What follows belongs to an exercise in optimizing a design on an open flow for small area and a short achievable clock period; a production flow would make more cautious choices.
Function was not checked in any run shown here: the RTL went through the layout flow alone.

## flow/design.v (module list and top-level ports; edited modules follow where they fit)
// module FIR1: 911 lines
module FIR1 (X, clk, Y, reset);
  // ...
==> flow/flow/run.sh <==
#!/bin/bash
set -euo pipefail
bash standard.sh SETUP_SLACK_MARGIN=6.3 finish > standard_run.log 2>&1
==> flow/standard.sh <==
#!/bin/bash
# synth_recipe.tcl (not shown) runs the flow's synth.tcl, then flattens the netlist and writes it again
# the make line also repeats each setting of config.mk as NAME=value (left out here)
make -C /OpenROAD-flow-scripts/flow DESIGN_CONFIG=/design/flow/config.mk WORK_HOME=/design/flow/orfs CLKGATE_MAP_FILE= SYNTH_SCRIPT=/design/flow/synth_recipe.tcl "${@:-finish}"
==> flow/config.mk <==
export PLATFORM = sky130hd
export DESIGN_NAME = FIR1
export DESIGN_NICKNAME = FIR1
export VERILOG_FILES = /design/flow/design.v
export SDC_FILE = /design/flow/constraint.sdc
export NUM_CORES = 4
export LEC_CHECK = 0
export CAP_MARGIN = 20
export CORE_MARGIN = 2
export CORE_UTILIZATION = 40
export SLEW_MARGIN = 20
==> flow/constraint.sdc <==
create_clock -name core_clock -period 10.0 [get_ports {clk}]
set_input_delay 2.0000 -clock core_clock [delete_from_list [all_inputs] [get_ports {clk}]]
set_output_delay 2.0000 -clock core_clock [all_outputs]
set_load 0.01 [all_outputs]
==> run_summary.xml, run 1 <==
<?xml version="1.0" encoding="UTF-8"?>
<metrics>
  <group name="critical_path">
    <metric name="critical_path_required" unit="ps">10460</metric>
    <metric name="crit_buf_inv" unit="">3</metric>
    <metric name="crit_path_end_kind" unit="">flip-flop</metric>
    <metric name="worst_r2r_path_depth" unit="">10</metric>
    <metric name="timing.reg2reg.setup_slack" unit="ps">6050</metric>
    <metric name="cp.depth" unit="">10</metric>
  </group>
  <group name="routing">
    <metric name="firstDrtPassIters" unit="">5</metric>
    <metric name="drc" unit="">0</metric>
  </group>
  <group name="global_routing">
    <metric name="grt_busiest_layer" unit="">met2</metric>
    <metric name="global_route.usage.total" unit="%">18.4</metric>
    <metric name="grtUsageMet3" unit="%">2.52</metric>
  </group>
  <group name="cells_and_area">
    <metric name="layout.cells.most_common_list" unit="">inv_1, dfrtp_1, fa_1</metric>
    <metric name="multi_input_comb_cells" unit="">968</metric>
    <metric name="nNonClkBuffers" unit="">104</metric>
    <metric name="final_area" unit="µm²">29400</metric>
    <metric name="buffer_area_share" unit="%">3.33</metric>
    <metric name="largest_register" unit="">r2a</metric>
    <metric name="largest_cell_class" unit="">multi-input gates</metric>
  </group>
  <group name="floorplan">
    <metric name="dieArea" unit="µm²">64800</metric>
    <metric name="die_h" unit="µm">255</metric>
    <metric name="floorplan.core_area" unit="µm²">61900</metric>
  </group>
  <group name="placement">
    <metric name="port_buffers" unit="">29</metric>
  </group>
  <group name="yosys">
    <metric name="synth.cell_area" unit="µm²">25100</metric>
    <metric name="yosys_warnings" unit="">1</metric>
    <metric name="yosys-mux-area-fraction" unit="%">0.0398</metric>
  </group>
  <group name="worst_hold_path">
    <metric name="min_path_cells" unit="">0</metric>
    <metric name="whs_endpoint" unit="">d14[3]$_DFF_PP0_</metric>
  </group>
  <group name="cts">
    <metric name="post_cts_resize_count" unit="">229</metric>
    <metric name="path_clk_slew" unit="ps">60</metric>
  </group>
  <group name="timing">
    <metric name="unrepaired_setup_endpoints_after_global_routing" unit="">true</metric>
    <metric name="fin_skew" unit="ps">31.8</metric>
  </group>
  <group name="status">
    <metric name="outcome" unit="">complete, no violations</metric>
  </group>
</metrics>
==> run 2, diff against run 1 <==
--- a/flow/config.mk
+++ b/flow/config.mk
@@ -7,2 +7,3 @@
 export LEC_CHECK = 0
+export ABC_AREA = 1
 export CAP_MARGIN = 20
==> run_summary.xml, run 2 <==
<?xml version="1.0" encoding="UTF-8"?>
<metrics>
  <group name="status">
    <metric name="outcome" unit="">complete, no violations</metric>
  </group>
  <group name="floorplan">
    <metric name="floorplan.core_area" unit="µm²">67300</metric>
    <metric name="top_level_ports" unit="">30</metric>
    <metric name="start_util" unit="%">40.4</metric>
    <metric name="die_h" unit="µm">265</metric>
    <metric name="dieWidth" unit="µm">265</metric>
    <metric name="num_rows" unit="">95</metric>
    <metric name="dieArea" unit="µm²">70100</metric>
  </group>
  <group name="timing">
    <metric name="timing.final.setup_violations" unit="">0</metric>
    <metric name="final.period_utilization" unit="%">40.3</metric>
    <metric name="max_freq" unit="GHz">0.248</metric>
    <metric name="setup_total_negative_slack" unit="ps">0</metric>
    <metric name="worst_pin_slew" unit="ps">954</metric>
    <metric name="worst_slew_margin_rel" unit="%">36.4</metric>
    <metric name="timing_max_transition_violations_final" unit="">0</metric>
    <metric name="fin_skew" unit="ps">15.1</metric>
    <metric name="final_hold_viol_count" unit="">0</metric>
    <metric name="min_period" unit="ps">4030</metric>
    <metric name="unrepaired_setup_endpoints_after_global_routing" unit="">true</metric>
  </group>
  <group name="routing">
    <metric name="wl_met1" unit="mm">30.6</metric>
    <metric name="detailed_route_iter0_violations" unit="">1025</metric>
    <metric name="routed_wire_length_per_instance" unit="µm">19.0</metric>
    <metric name="drc" unit="">0</metric>
    <metric name="antenna_left" unit="">0</metric>
    <metric name="detailroute.wirelength.met2" unit="mm">34.5</metric>
    <metric name="via_per_inst" unit="">4.66</metric>
    <metric name="firstDrtPassIters" unit="">5</metric>
    <metric name="route.vias.total" unit="">17300</metric>
    <metric name="route.met3.wl" unit="mm">2.94</metric>
    <metric name="top_layer_used" unit="">met5</metric>
    <metric name="totalWireLength" unit="mm">70.3</metric>
  </group>
  <group name="yosys">
    <metric name="yosysMostFrequentCell" unit="">inv_1</metric>
    <metric name="synth_area_per_cell" unit="µm²">10.3</metric>
    <metric name="yosysTopAreaCell" unit="">dfrtp_1</metric>
    <metric name="synth_sequential_area_ratio" unit="%">40.8</metric>
    <metric name="synthDistinctLibCells" unit="">34</metric>
    <metric name="synth_register_bits" unit="">443</metric>
    <metric name="synth_enable_flop_cells" unit="">0</metric>
    <metric name="synth-async-reset-ratio" unit="%">100</metric>
    <metric name="synth_common_cells" unit="">inv_1, nand2_1, dfrtp_1</metric>
    <metric name="syn-instance-count" unit="">2644</metric>
    <metric name="yosys.area.top_type_share" unit="%">39.4</metric>
    <metric name="synth.cell_area" unit="µm²">27200</metric>
    <metric name="total_nets_after_synthesis" unit="">3170</metric>
    <metric name="dominantRegCellSynth" unit="">dfrtp_1</metric>
    <metric name="synthTopCellsByArea" unit="">dfrtp_1, fa_1, inv_1</metric>
    <metric name="yosys_warnings" unit="">1</metric>
  </group>
  <group name="cts">
    <metric name="h_tree_depth" unit="">2</metric>
    <metric name="clkSinkCount" unit="">443</metric>
    <metric name="cts_buffer_depth" unit="">3</metric>
    <metric name="total_clock_buffers_created_by_cts" unit="">51</metric>
    <metric name="path_clk_slew" unit="ps">60</metric>
    <metric name="clkLatencyLatePin" unit="ps">610</metric>
    <metric name="cts-hold-fix-buffers" unit="">0</metric>
    <metric name="clockRootBuffer" unit="">clkbuf_16</metric>
    <metric name="cts_tree" unit="">yes</metric>
  </group>
  <group name="worst_hold_path">
    <metric name="hold_path.class" unit="">flip-flop to flip-flop</metric>
    <metric name="min_path_cells" unit="">0</metric>
    <metric name="whs_endpoint" unit="">d3[0]$_DFF_PP0_</metric>
    <metric name="holdCritStartpoint" unit="">d2[0]$_DFF_PP0_</metric>
  </group>
  <group name="cells_and_area">
    <metric name="largest_register_ff_count" unit="">30</metric>
    <metric name="total_area_of_multi_input_combinational_cells" unit="µm²">13500</metric>
    <metric name="syn2layout_area_growth" unit="%">15.4</metric>
    <metric name="layout.cells.most_common" unit="">inv_1</metric>
    <metric name="fin_nets" unit="">3318</metric>
    <metric name="layout_top_registers" unit="">r2a: 30 flops, r2b: 29 flops, r1: 28 flops</metric>
    <metric name="layout.cells.most_common_list" unit="">inv_1, nand2_1, dfrtp_1</metric>
    <metric name="fraction_of_layout_cells_with_a_size_suffix_above_1" unit="%">14.7</metric>
    <metric name="largest_register" unit="">r2a</metric>
    <metric name="num-fill-cells" unit="">6256</metric>
    <metric name="ff_latch_area" unit="µm²">11200</metric>
    <metric name="layout.core_utilization" unit="%">46.7</metric>
  </group>
  <group name="critical_path">
    <metric name="arrival" unit="ps">4570</metric>
    <metric name="crit_path_cell_trace" unit="">inv_4 -&gt; fa_1 -&gt; fa_1 -&gt; inv_1 -&gt; fa_2 -&gt; fa_2 -&gt; fa_2 -&gt; fa_1 -&gt; inv_2 -&gt; fa_2</metric>
    <metric name="critical-path-top-delay-family" unit="">adder cells</metric>
    <metric name="setup.worst_path.class" unit="">flip-flop to flip-flop</metric>
    <metric name="crit_fanout" unit="">3</metric>
    <metric name="worst_r2r_endpoint" unit="">r2b[15]$_DFF_PP0_</metric>
    <metric name="crit_buf_inv" unit="">3</metric>
    <metric name="critPathMaxStageDelay" unit="ps">550</metric>
    <metric name="crit_path_end_kind" unit="">flip-flop</metric>
    <metric name="critical_path.slowest_cell" unit="">fa_1</metric>
    <metric name="start_kind" unit="">flip-flop</metric>
    <metric name="critical_path_required" unit="ps">10540</metric>
    <metric name="timing.reg2reg.setup_slack" unit="ps">5970</metric>
    <metric name="cp_common_cell" unit="">fa_2</metric>
    <metric name="worst_r2r_path_depth" unit="">10</metric>
    <metric name="critical_path.reg2reg.startpoint" unit="">q2_0[7]$_DFF_PP0_</metric>
  </group>
  <group name="placement">
    <metric name="port_buffers" unit="">29</metric>
    <metric name="gpl.final_weighted_congestion" unit="">0.888</metric>
    <metric name="dpl.hpwl" unit="mm">56.8</metric>
  </group>
  <group name="global_routing">
    <metric name="pin_count_of_the_biggest_net_entering_global_routing" unit="">180</metric>
    <metric name="grt.overflow.total" unit="">0</metric>
    <metric name="number_of_antenna_violations_at_the_first_check_in_global_routing" unit="">6</metric>
    <metric name="global_route_wire_length_before_repair" unit="mm">110</metric>
    <metric name="global_route.usage.total" unit="%">21.1</metric>
    <metric name="vias_in_the_first_global_route" unit="">18900</metric>
  </group>
  <group name="flow_run">
    <metric name="timing.max_cap.violations" unit="">0</metric>
  </group>
</metrics>
run 2: what timing repair did:
item	in CTS	in global routing
endpoints found under the setup margin	53	49
buffers inserted	43	20
pin swaps	27	22
gates resized for setup	141	89
run 2: layer usage:
layer / vias up / track usage (%)
li1: 8030 / -
met1: 8731 / 27.7
met2: 387 / 36.3
met3: 135 / 2.97
met4: 4 / 6.60
met5: - / 0
run 2: worst max-delay path by stage:
stage / cells after the start / endpoint / slack (ps) / start
floorplan: 1 / Y[0]$_DFF_PP0_ / 2030 / reset
CTS: 10 / r2b[15]$_DFF_PP0_ / 5990 / q2_0[8]$_DFF_PP0_
finish: 10 / r2b[15]$_DFF_PP0_ / 5970 / q2_0[7]$_DFF_PP0_
global route: 10 / r2b[15]$_DFF_PP0_ / 5870 / q2_0[7]$_DFF_PP0_
global placement: 13 / Y[13]$_DFF_PP0_ / 5090 / X[3]
detailed placement: 13 / Y[13]$_DFF_PP0_ / 5070 / X[3]
run 2: through the flow:
step	worst slack, ps	instance area, µm²	hold slack (ps)	std cells
after floorplan	2030	27300	331	2644
after global placement	5090	28700	331	3549
after detailed placement	5070	28700	335	3549
after CTS	5990	31200	346	3688
after global routing	5870	31400	349	3708
final	5970	31400	345	3709
run 2: cells by family after synthesis:
kind of cell               share of synthesized area (%)
DFF                                                 40.8
buffers and inverters                               10.5
and+or+nand+nor                                     11.4
adders and majority gates                           32.7
other                                             0.0138
AOI/OAI and AO/OA                                   2.86
xor gates and xnor gates                            1.74
run 2: area by class of cell:
class,count,area share [%]
Clock inverter,34,1.79
Antenna cell,1,0.00797
Clock buffer,62,4.49
Timing Repair Buffer,95,2.52
Sequential cell,443,35.6
Multi-Input combinational cell,1439,42.9
Inverter,762,9.25
Tap cell,873,3.48

-- re-timing with driven ports --
How much do the figures lean on ideal ports? The routed layouts below were timed once more, with nothing changed but the port constraints. Step 1, drivers: a clkbuf_16 drives clk and a buf_2 each remaining input, both assumed. Step 2 adds t to the input delays and takes it off the output delays; t is the mean of the earliest and latest rising clock arrival at the registers after step 1. Input paths then give back, and output paths get back, about the clock's delay inside the block. Slacks: no drivers / after step 1 / after step 2; pairs: no drivers / after step 1.
| run | t, ns | slack for setup (ns) | worst setup path at the end | slew at the worst register clock pin (ns) |
|---|---|---|---|---|
| run 1 | 0.642 | 6.052 / 6.052 / 5.484 | input to register | 0.07 / 0.07 |
| run 2 | 0.658 | 5.971 / 5.971 / 5.850 | input to register | 0.06 / 0.06 |
After both steps setup and hold are still met in every run listed. The setup slack of run 1, which loses most, moves by 0.000 ns with the drivers and by -0.568 ns with both steps.
